From an optimization exercise on the open Yosys and OpenROAD flow, aimed at small area; shortcuts taken in it are not production practice.
Function was checked by simulation only, so behaviour that the tests miss may differ from the original.
No run shown here takes its clock network from TritonCTS; it comes from the design's own scripts or RTL.
The clock input has no modelled driver; a real chip could not lean on it and would need a root buffer or a full tree.
Power and IR drop assume default switching activity.

$ cat flow/flow/run.sh
#!/bin/bash
# Layout: the standard ORFS flow (standard.sh) with these changes:
# - synthesis maps the logic with an area-oriented ABC script
#   (flow/abc_map.script in place of ORFS's abc_speed.script, in a copy of
#   ORFS's scripts folder); registers are mapped before ABC runs, so they
#   are the standard synthesis's, with the same names and cells;
# - port buffers use the smallest buffer cell;
# - a small hand-built clock tree (flow/cts_manual.tcl) replaces TritonCTS,
#   followed by area recovery (flow/downsize.tcl).
set -euo pipefail
here=$(pwd)
mkdir -p "$here/scripts"
cp -r "$FLOW_HOME/scripts/." "$here/scripts/"
cp "$here/flow/abc_map.script" "$here/scripts/abc_speed.script"
export SCRIPTS_DIR="$here/scripts"
export BUFFER_PORTS_ARGS="-buffer_cell sky130_fd_sc_hd__buf_1"
export PRE_CTS_TCL="$here/flow/cts_manual.tcl"
export CTS_CLOCK_NET=Clk
export CTS_ROOT_CELL=sky130_fd_sc_hd__clkbuf_8
export CTS_LEAF_CELL=sky130_fd_sc_hd__clkbuf_16
export CTS_NX=2
export CTS_NY=2
export AREA_RECOVERY_TCL="$here/flow/downsize.tcl"
bash standard.sh finish > standard_flow.log 2>&1
$ cat flow/flow/abc_map.script
&get -n
&st
&dch -f
&nf -R 1000 -p
&put
dnsize -c
$ cat flow/flow/cts_manual.tcl
# Clock tree built by hand in place of TritonCTS (sourced as PRE_CTS_TCL).
# The clock port drives one root buffer; the root drives one leaf buffer per
# cluster of registers; the clusters split the registers by position into
# CTS_NX columns and CTS_NY rows of about equal size, and each leaf sits at
# its cluster's centre. All registers are two buffers from the port.
set cts_root_cell $::env(CTS_ROOT_CELL)
set cts_leaf_cell $::env(CTS_LEAF_CELL)
set cts_nx $::env(CTS_NX)
set cts_ny $::env(CTS_NY)

set db [ord::get_db]
set block [ord::get_db_block]
set clk_net [$block findNet $::env(CTS_CLOCK_NET)]

set sinks {}
foreach it [$clk_net getITerms] {
  set inst [$it getInst]
  set bb [$inst getBBox]
  set x [expr {([$bb xMin] + [$bb xMax]) / 2}]
  set y [expr {([$bb yMin] + [$bb yMax]) / 2}]
  lappend sinks [list $it $x $y]
}
puts "manual CTS: [llength $sinks] sinks on [$clk_net getName]"

proc split_even {items n idx} {
  set items [lsort -integer -index $idx $items]
  set len [llength $items]
  set out {}
  for {set i 0} {$i < $n} {incr i} {
    set a [expr {($i * $len) / $n}]
    set b [expr {(($i + 1) * $len) / $n - 1}]
    lappend out [lrange $items $a $b]
  }
  return $out
}

set clusters {}
foreach col [split_even $sinks $cts_nx 1] {
  foreach c [split_even $col $cts_ny 2] {
    if {[llength $c] > 0} { lappend clusters $c }
  }
}

set root_master [$db findMaster $cts_root_cell]
set leaf_master [$db findMaster $cts_leaf_cell]

# root buffer: input on the clock port's net, output on a new net
set root [odb::dbInst_create $block $root_master "cts_root"]
set root_net [odb::dbNet_create $block "cts_root_net"]
$root_net setSigType CLOCK
[$root findITerm A] connect $clk_net
[$root findITerm X] connect $root_net

set sx 0; set sy 0; set sn 0
set k 0
foreach c $clusters {
  set cx 0; set cy 0
  foreach s $c { incr cx [lindex $s 1]; incr cy [lindex $s 2] }
  set cx [expr {$cx / [llength $c]}]
  set cy [expr {$cy / [llength $c]}]
  incr sx $cx; incr sy $cy; incr sn
  set leaf [odb::dbInst_create $block $leaf_master "cts_leaf_$k"]
  set net [odb::dbNet_create $block "cts_leaf_net_$k"]
  $net setSigType CLOCK
  foreach s $c {
    set it [lindex $s 0]
    $it disconnect
    $it connect $net
  }
  [$leaf findITerm A] connect $root_net
  [$leaf findITerm X] connect $net
  $leaf setLocation $cx $cy
  $leaf setPlacementStatus PLACED
  puts "manual CTS: leaf $k drives [llength $c] sinks at ($cx, $cy)"
  incr k
}
$root setLocation [expr {$sx / $sn}] [expr {$sy / $sn}]
$root setPlacementStatus PLACED

set_propagated_clock [all_clocks]

# the tree is built; TritonCTS is not run
rename clock_tree_synthesis ""
proc clock_tree_synthesis {args} { puts "manual CTS: clock_tree_synthesis skipped" }

if {[info exists ::env(AREA_RECOVERY_TCL)]} { source $::env(AREA_RECOVERY_TCL) }
$ cat flow/flow/downsize.tcl
# Area recovery (sourced from the PRE_CTS_TCL hook): every combinational
# cell that is not part of the clock tree is swapped for the smallest cell
# with the same function, then repair_design fixes any slew, capacitance or
# fanout limit that this breaks. repair_timing runs after this in cts.tcl.
set_dont_use $::env(DONT_USE_CELLS)
sta::make_equiv_cells [get_libs *]
set saved 0.0
set swapped 0
foreach inst [get_cells *] {
  set name [get_full_name $inst]
  if {[string match "cts_*" $name]} { continue }
  set lc [get_property $inst liberty_cell]
  if {$lc == "" || $lc == "NULL"} { continue }
  if {[regexp {__(s?e?df|dl[xr]|s?dlclkp)} [get_name $lc]]} { continue }
  set eq [sta::find_equiv_cells $lc]
  if {[llength $eq] < 2} { continue }
  set best $lc
  set best_area [get_property $lc area]
  foreach e $eq {
    set en [get_name $e]
    if {[regexp {probe|lpflow|dly|clkdlybuf} $en] || [get_property $e dont_use]} { continue }
    set a [get_property $e area]
    if {$a < $best_area - 1e-6} { set best $e; set best_area $a }
  }
  if {$best != $lc} {
    set saved [expr {$saved + [get_property $lc area] - $best_area}]
    incr swapped
    replace_cell $inst $best
  }
}
puts "area recovery: swapped $swapped cells, [format %.1f $saved] um2 less"
estimate_parasitics -placement
repair_design -slew_margin $::env(SLEW_MARGIN) -cap_margin $::env(CAP_MARGIN)
$ cat flow/standard.sh
#!/bin/bash
# synth_recipe.tcl (not shown) runs the flow's synth.tcl, then flattens the netlist and writes it again
# the make line also repeats each setting of config.mk as NAME=value (left out here)
make -C /OpenROAD-flow-scripts/flow DESIGN_CONFIG=/design/flow/config.mk WORK_HOME=/design/flow/orfs CLKGATE_MAP_FILE= SYNTH_SCRIPT=/design/flow/synth_recipe.tcl "${@:-finish}"
$ cat flow/config.mk
export PLATFORM = sky130hd
export DESIGN_NAME = mem32
export DESIGN_NICKNAME = mem32
export VERILOG_FILES = /design/flow/design.v
export SDC_FILE = /design/flow/constraint.sdc
export NUM_CORES = 4
export LEC_CHECK = 0
export CAP_MARGIN = 5
export CORE_MARGIN = 2
export CORE_UTILIZATION = 45
export GPL_TIMING_DRIVEN = 0
export SLEW_MARGIN = 5
$ cat flow/constraint.sdc
create_clock -name core_clock -period 5.0 [get_ports {Clk}]
set_input_delay 1.0000 -clock core_clock [delete_from_list [all_inputs] [get_ports {Clk}]]
set_output_delay 1.0000 -clock core_clock [all_outputs]
set_load 0.01 [all_outputs]
$ cat flow/design.v
module mem32 (
    input Clk,
    input rst,
    input wr,
    input rd,
    input [3:0] in_add,
    input [31:0] Data_in_32,
    output [31:0] Data_out_32,
    output reg valid
);
    reg [127:0] mem;    
    reg [3:0]   ra;     
    wire in_range = ~(in_add[3] & in_add[2] & (in_add[1] | in_add[0]));
    wire do_wr    = wr & ~rd & in_range & ~rst;   
    wire do_rd    = rd & ~wr & in_range;
    function [2:0] carry(input [1:0] s);
        carry = {s[1] & s[0], s[1], s[1] | s[0]};
    endfunction
    integer b, r;
    wire [3:0] ws = 4'b0001 << in_add[1:0];    
    reg  [31:0] wd;
    integer k;
    always @(*) begin
        for (b = 0; b < 4; b = b + 1) begin
            wd[8*b +: 8] = 8'h00;
            for (k = 0; k < 4; k = k + 1)
                wd[8*b +: 8] = wd[8*b +: 8] |
                    ({8{ws[(b - k) & 3]}} & Data_in_32[8*k +: 8]);
        end
    end
    wire [2:0] wc = carry(in_add[1:0]);
    wire [3:0] wa;      
    assign wa[0] = do_wr & ~in_add[3] & ~in_add[2];
    assign wa[1] = do_wr & ~in_add[3] &  in_add[2];
    assign wa[2] = do_wr &  in_add[3] & ~in_add[2];
    assign wa[3] = do_wr &  in_add[3] &  in_add[2];
    reg [15:0] we;      
    always @(*) begin
        for (r = 0; r < 4; r = r + 1) begin
            we[4*r + 3] = wa[r];
            for (b = 0; b < 3; b = b + 1)
                we[4*r + b] = wc[b] ? (r > 0 && wa[(r + 3) & 3]) : wa[r];
        end
    end
    always @(posedge Clk) begin
        for (b = 0; b < 4; b = b + 1)
            for (r = 0; r < 4; r = r + 1)
                if (we[4*r + b])
                    mem[32*r + 8*b +: 8] <= wd[8*b +: 8];
        if (rd)
            ra <= in_add;
    end
    always @(posedge Clk or posedge rst) begin
        if (rst)
            valid <= 1'b0;
        else if (!(wr && !rd && !in_range))
            valid <= do_rd;
    end
    wire [2:0] rc = carry(ra[1:0]);
    reg  [1:0]  rr;
    reg  [31:0] bd;
    always @(*) begin
        for (b = 0; b < 4; b = b + 1) begin
            if (b == 3)
                rr = ra[3:2];
            else
                rr = {ra[3] | (ra[2] & rc[b]), ra[2] ^ rc[b]};
            bd[8*b +: 8] = ({8{rr == 2'd0}} & mem[8*b +: 8]) |
                           ({8{rr == 2'd1}} & mem[32 + 8*b +: 8]) |
                           ({8{rr == 2'd2}} & mem[64 + 8*b +: 8]) |
                           ({8{rr == 2'd3}} & mem[96 + 8*b +: 8]);
        end
    end
    wire [31:0] r1 = ra[0] ? {bd[7:0], bd[31:8]} : bd;
    assign Data_out_32 = ra[1] ? {r1[15:0], r1[31:16]} : r1;
endmodule
==> run notes, run 1 <==
post-CTS setup buffers -> 0
Vias -> 4552
Final Max Slew Viols -> 0
Setup TNS -> 0 ns
Worst Path Arrival -> 3.60 ns
crit end category -> output pin
starting density of the core -> 45.7%
Netlist cell types -> 17
delay-heaviest family, CP -> simple AND/OR/NAND/NOR gates
outcome -> no timing/DRC/antenna violations
First-pass DRT Iterations -> 7
clock skew -> 0 ns
cell count after synthesis -> 503
row count -> 42
area leader, netlist -> edfxtp_1
HPWL Detailed -> 11200 um
worst relative slew slack -> 10.3%
syn_nets -> 546
crit path time final -> 4.60 ns
total leakage power -> 0.00215 uW
Crit Path Class -> reg -> out
# Max-Cap Violations -> 0
final WL -> 15700 um
Die X-Extent -> 120 um
Final #Nets -> 632
Avg Vias per Cell -> 5.97
WP buf/inv -> 2
Synth Warn # -> 1
Critical Path Source Type -> flop
Die Ht -> 120 um
vias in the first global route -> 4147
GP Congestion -> 0.766
later-pin clock latency in the skew report -> 0.39 ns
Mapped Avg Cell Area -> 11.9 um^2
# port buffers -> 72
top cells by area, synth -> edfxtp_1 66%, a222oi_1 11%, nand2_1 8.8%
Final Util -> 50.8%
share of cells above drive strength 1 -> 2.39%
Worst Hold Class -> in -> async
drt drc -> 0
post-route ant nets -> 0
maximum VDD drop -> 0.193 mV
CP Cell Sequence -> clkbuf_2 -> or2_0 -> ha_1 -> and2_0 -> a222oi_1 -> nand2_1 -> nand2_1 -> o21ai_0 -> nand2_1 -> o21ai_0 -> buf_1
RSZ-0062 raised after global routing -> no
Initial DRC Count -> 540
Synth top area share -> 66.0%
Post-Synthesis Cell Area -> 6000 um^2
slowest CP cell -> edfxtp_1
Seq/Total Area, Yosys -> 66.4%
final-report setup violation count -> 0
Layout Area Growth over Synthesis -> 11.1%
Die Area -> 14300 um^2
Tcrit/Tclk final -> 92.0%
core box area -> 13100 um^2
Global Route Usage Sum -> 21.4%
Slew @ Worst Pin -> 1.33 ns
initial antenna violation count -> 0
n_diodes -> 0
# IOs -> 73
Fmax -> 217 MHz
first-pass GRT wire length -> 23400 um
flops & latches, synth -> 133
PD cells -> 333 nW/um^2
WP data required -> 4.00 ns
clock slew at reported path FFs -> 0.12 ns
final global-route overflow total -> 0
Avg WL per Cell -> 20.5 um
Max stage delay on crit path -> 0.54 ns
CP Max Fanout -> 24
Most Frequent Cell on Critical Path -> nand2_1
largest net degree at the start of global routing -> 41
final hold vios -> 0
## through the flow
step | hold slack [ns] | worst slack, ns | power [uW] | instance area, um^2 | instances
5_1_grt | 0.429 | 0.102 | 2330 | 6670 | 763
2_1_floorplan | 0.565 | 0.823 | 1610 | 6000 | 503
6_report | 0.434 | 0.401 | 2220 | 6670 | 763
3_3_place_gp | 0.530 | -0.888 | 1770 | 6490 | 751
4_1_cts | 0.426 | 0.0846 | 2230 | 6660 | 763
3_5_place_dp | 0.537 | 0.0975 | 1810 | 6690 | 758
## power breakdown
group,switching (uW),internal (uW)
Sequential,15.9,1280
Combinational,324,144
Clock,294,165
## final timing paths
kind | cells after the start | end | startpoint | slack (ns)
hold / removal | 2 | valid | rst | 0.43
setup reg to reg | 2 | valid | valid | 4.36
max in group asynchronous | 2 | valid | rst | 4.48
hold reg to reg | 2 | valid | valid | 0.55
setup / recovery | 11 | Data_out_32[13] | ra[0] | 0.40
min in group core_clock | 2 | valid | valid | 0.55
## routing by layer
layer	routed length (um)	global-route usage (%)
met5	0	0
met4	331	3.68
met3	1080	1.76
met2	7470	36.5
met1	6780	30.7
## what timing repair did
| item | 4_1_cts | 5_1_grt |
|---|---|---|
| gates resized for setup | 3 | 6 |
| hold endpoints to repair | 0 | 0 |
| gates cloned | 0 | 0 |
| hold buffers | 0 | 0 |
| setup endpoints to repair | 23 | 32 |
## synthesized netlist by cell type (all sizes together)
library cell	instances
edfxtp	132
and2	6
a21oi	35
dfrtp	1
nor3	6
a21boi	16
or2	1
ha	3
nand2	141
clkinv	5
a222oi	64
o21ai	36
nand2b	2
o22ai	1
nor2	46
nor2b	7
nand3	1
## flip-flops by register name (all words and copies together), names as in the netlist
name	flops
ra	4
mem	128
valid	1
## area by class of cell
type                       count  area [um^2]
fill                        1161         6470
sequential                   133         3990
multi-input combinational    365         2030
timing repair buffer          79          300
tap                          176          220
buffer                         5          114
inverter                       5         18.8
## cells by family (layout without fill, tap and decap cells)
group,Yosys count,count (layout),synth area share [%]
flip-flops,133,133,66.4
buffers and inverters,5,89,0.313
AND/OR/NAND/NOR,210,210,13.9
adder cells (fa/ha/maj),3,3,0.625
AO/OA/AOI/OAI,152,152,18.7
## layout by cell type, fill, tap and decap left out, drive strengths merged
cell      n
o21ai    36
nand3     1
edfxtp  132
o22ai     1
nand2   141
a222oi   64
ha        3
nand2b    2
clkinv    5
a21oi    35
buf      72
clkbuf   12
nor2     46
or2       1
dfrtp     1
nor3      6
a21boi   16
and2      6
nor2b     7
==> run 2: changes to the inputs <==
==> flow/config.mk (replaced) <==
export PLATFORM = sky130hd
export DESIGN_NAME = mem32
export DESIGN_NICKNAME = mem32
export VERILOG_FILES = /design/flow/design.v
export SDC_FILE = /design/flow/constraint.sdc
export NUM_CORES = 4
export LEC_CHECK = 0
export CAP_MARGIN = 0
export CORE_MARGIN = 2
export CORE_UTILIZATION = 45
export SLEW_MARGIN = 0
==> run 2 against run 1 <==
  * Still clean on timing, DRC and antenna
  * Cell count rose by 1.2%
  * Wire length decreased by 1.3%
  * Combinational power is essentially flat
  * Power decreased by 0.37%
  * Cell area increased by 0.26%
  * Worst setup slack better by 0.31 ns
  * Global-route usage shrank 0.14 points
  * Fmax up 7.3%
  * Clock power decreased by 2%
  * Largest cell class unchanged
==> run notes, run 2 <==
post-CTS setup buffers -> 0 (unchanged)
core box area -> 13100 um^2 (unchanged)
final-report setup violation count -> 0 (unchanged)
total leakage power -> 0.00216 uW (+0.56%)
top flop regs -> mem x128, ra x4, valid x1
Die Area -> 14300 um^2 (unchanged)
Final Max Slew Viols -> 0 (unchanged)
largest net degree at the start of global routing -> 49 (+20%)
most frequent cells in the layout -> 141 x nand2_1, 132 x edfxtp_1, 72 x buf_1
crit end category -> output pin
starting density of the core -> 45.7% (unchanged)
Most Frequent Cell on Critical Path -> nand2_1
Placed Area -> 6620 um^2 (-1.1%)
R2R Path Start -> valid
PD cells -> 331 nW/um^2 (-0.63%)
Slew @ Worst Pin -> 1.22 ns (-0.116 ns)
Critical Path Source Type -> flop
syn_nets -> 546 (unchanged)
Synth top cells by count -> 141 x nand2_1, 132 x edfxtp_1, 64 x a222oi_1
Layout Area Growth over Synthesis -> 11.4%
Synth top area share -> 66.0% (unchanged)
Max stage delay on crit path -> 0.66 ns (+0.12 ns)
Tcrit/Tclk final -> 85.7% (-6.3 points)
Final #Nets -> 641 (+1.4%)
clock slew at reported path FFs -> 0.11 ns (about the same)
vias in the first global route -> 3997 (-3.6%)
Worst Path Arrival -> 3.28 ns (-0.32 ns)
Setup TNS -> 0 ns (unchanged)
HPWL Detailed -> 11300 um (+1.3%)
share of cells above drive strength 1 -> 1.68% (-0.71 points)
Netlist cell types -> 17 (unchanged)
Setup crit start -> ra[1]
ys flop type -> edfxtp_1
Die X-Extent -> 120 um (unchanged)
most frequent cell after synthesis -> nand2_1
later-pin clock latency in the skew report -> 0.38 ns (about the same)
Global Route Usage Sum -> 21.3% (-0.14 points)
# Max-Cap Violations -> 0 (unchanged)
Crit Path Class -> reg -> out
Seq/Total Area, Yosys -> 66.4% (unchanged)
row count -> 42 (unchanged)
drt drc -> 0 (unchanged)
delay-heaviest family, CP -> simple AND/OR/NAND/NOR gates
area of the multi-input gates -> 2000 um^2 (-1.4%)
slowest CP cell -> edfxtp_1
fin worst setup slack -> 0.715 ns (+0.314 ns)
Fmax -> 233 MHz (+7.3%)
CP Cell Sequence -> or2_0 -> ha_1 -> nor2b_1 -> nand2_1 -> nand2_1 -> nand2_1 -> o21ai_0 -> nor2_1 -> a21oi_1 -> buf_1
CP Max Fanout -> 20 (-17%)
WP buf/inv -> 1 (-1)
pre-CTS setup slack -> 1.21 ns (+1.11 ns)
Worst Hold Class -> in -> async
Async SR Flop Fraction -> 0.752% (unchanged)
# port buffers -> 72 (unchanged)
Vias -> 4598 (+1.0%)
register area -> 3990 um^2 (unchanged)
flops & latches, synth -> 133 (unchanged)
Post-Synthesis Cell Area -> 6000 um^2 (unchanged)
Post-synth EDFFs -> 132 (unchanged)
clock skew -> 0 ns (unchanged)
RSZ-0062 raised after global routing -> no
outcome -> no timing/DRC/antenna violations
CTS Hold Buffers Added -> 0 (unchanged)
n_diodes -> 0 (unchanged)
Initial DRC Count -> 699 (+29%)
# IOs -> 73 (unchanged)
Die Ht -> 120 um (unchanged)
Final Cell Area -> 6690 um^2 (+0.26%)
fill cell count -> 1162 (+0.086%)
post-CTS sizing -> 0 (-3)
cell count after synthesis -> 503 (unchanged)
commonest non-fill, non-tap cell in the layout -> nand2_1
top cells by area, synth -> edfxtp_1 66%, a222oi_1 11%, nand2_1 8.8%
first-pass GRT wire length -> 23100 um (-1.2%)
crit path time final -> 4.28 ns (-0.314 ns)
WP data required -> 4.00 ns (about the same)
Synth Warn # -> 1 (unchanged)
area leader, netlist -> edfxtp_1
Mapped Avg Cell Area -> 11.9 um^2 (unchanged)
maximum VDD drop -> 0.197 mV (+2.1%)
GP Congestion -> 0.829 (+8.2%)
initial antenna violation count -> 0 (unchanged)
final WL -> 15500 um (-1.3%)
most flop-heavy register -> mem
worst relative slew slack -> 18.9% (+8.7 points)
Avg WL per Cell -> 20.0 um (-2.4%)
Largest register FFs -> 128 (unchanged)
post-route ant nets -> 0 (unchanged)
Avg Vias per Cell -> 5.96 (-0.17%)
final global-route overflow total -> 0 (unchanged)
final hold vios -> 0 (unchanged)
First-pass DRT Iterations -> 12 (+5)
## run 2: logic make-up (layout without fill, tap and decap cells)
family | after synthesis | in the layout | synth area share (%)
simple gates | 210 | 210 | 13.9
compound gates | 152 | 152 | 18.7
flops | 133 | 133 | 66.4
buf+inv | 5 | 98 | 0.313
fa+ha+maj | 3 | 3 | 0.625
## run 2: worst paths after layout
path,slack (ns),endpoint,cells after the start
setup / recovery,0.72,Data_out_32[26],10
hold / removal,0.44,valid,2
setup reg to reg,4.36,valid,2
hold reg to reg,0.56,valid,2
max in group asynchronous,4.47,valid,2
min in group core_clock,0.56,valid,2
## run 2: layout make-up
class	instances	area share, %
multi-input combinational	365	29.9
sequential	133	59.7
tap	176	3.29
buffer	5	1.70
inverter	5	0.281
timing repair buffer	88	5.16
## run 2: metal layers
layer / vias up / GRT usage (%) / routed length (um)
met2: 231 / 34.1 / 7060
met4: 0 / 3.68 / 303
met3: 15 / 1.43 / 1380
li1: 2190 / - / -
met1: 2162 / 32.7 / 6710
met5: - / 0 / 0
## run 2: power by group
group	internal, uW	switching (uW)
Combinational	145	322
Sequential	1280	17.9
Clock	165	285
## run 2: through the flow
step / cells / util (%) / hold WS (ns) / power, uW
2_1_floorplan: 503 / - / 0.565 / 1610
3_3_place_gp: 766 / 50.4 / 0.525 / 1780
3_5_place_dp: 766 / 50.4 / 0.531 / 1790
4_1_cts: 772 / 50.9 / 0.433 / 2230
5_1_grt: 772 / 50.9 / 0.444 / 2320
6_report: 772 / 50.9 / 0.444 / 2210

==> static timing again, ports no longer ideal <==
In the flow no input, the clock included, has a driving cell. The finished layouts below were timed again as built, in two steps. Step 1 (the two cells are an assumption about what drives the block):
set clk [get_ports {Clk}]
set_driving_cell -lib_cell sky130_fd_sc_hd__clkbuf_16 $clk
set_driving_cell -lib_cell sky130_fd_sc_hd__buf_2 [delete_from_list [all_inputs] $clk]
Step 2 moves the port delays by t, midway between the first and last clock arrival at a register: inputs arrive t later, outputs are due t later. That takes back most of the time a late clock gives input paths. Slacks: ideal ports / drivers / drivers and shift; pairs: ideal ports / drivers.
| run | shift t [ns] | setup slack, ns | slew at the worst register clock pin (ns) |
|---|---|---|---|
| run 1 | 0.422 | 0.401 / 0.364 / 0.491 | 0.12 / 0.12 |
| run 2 | 0.409 | 0.715 / 0.679 / 0.570 | 0.11 / 0.11 |
After both steps setup and hold are still met in every run listed. The setup slack of run 2, which loses most, moves by -0.036 ns with the drivers and by -0.145 ns with both steps.
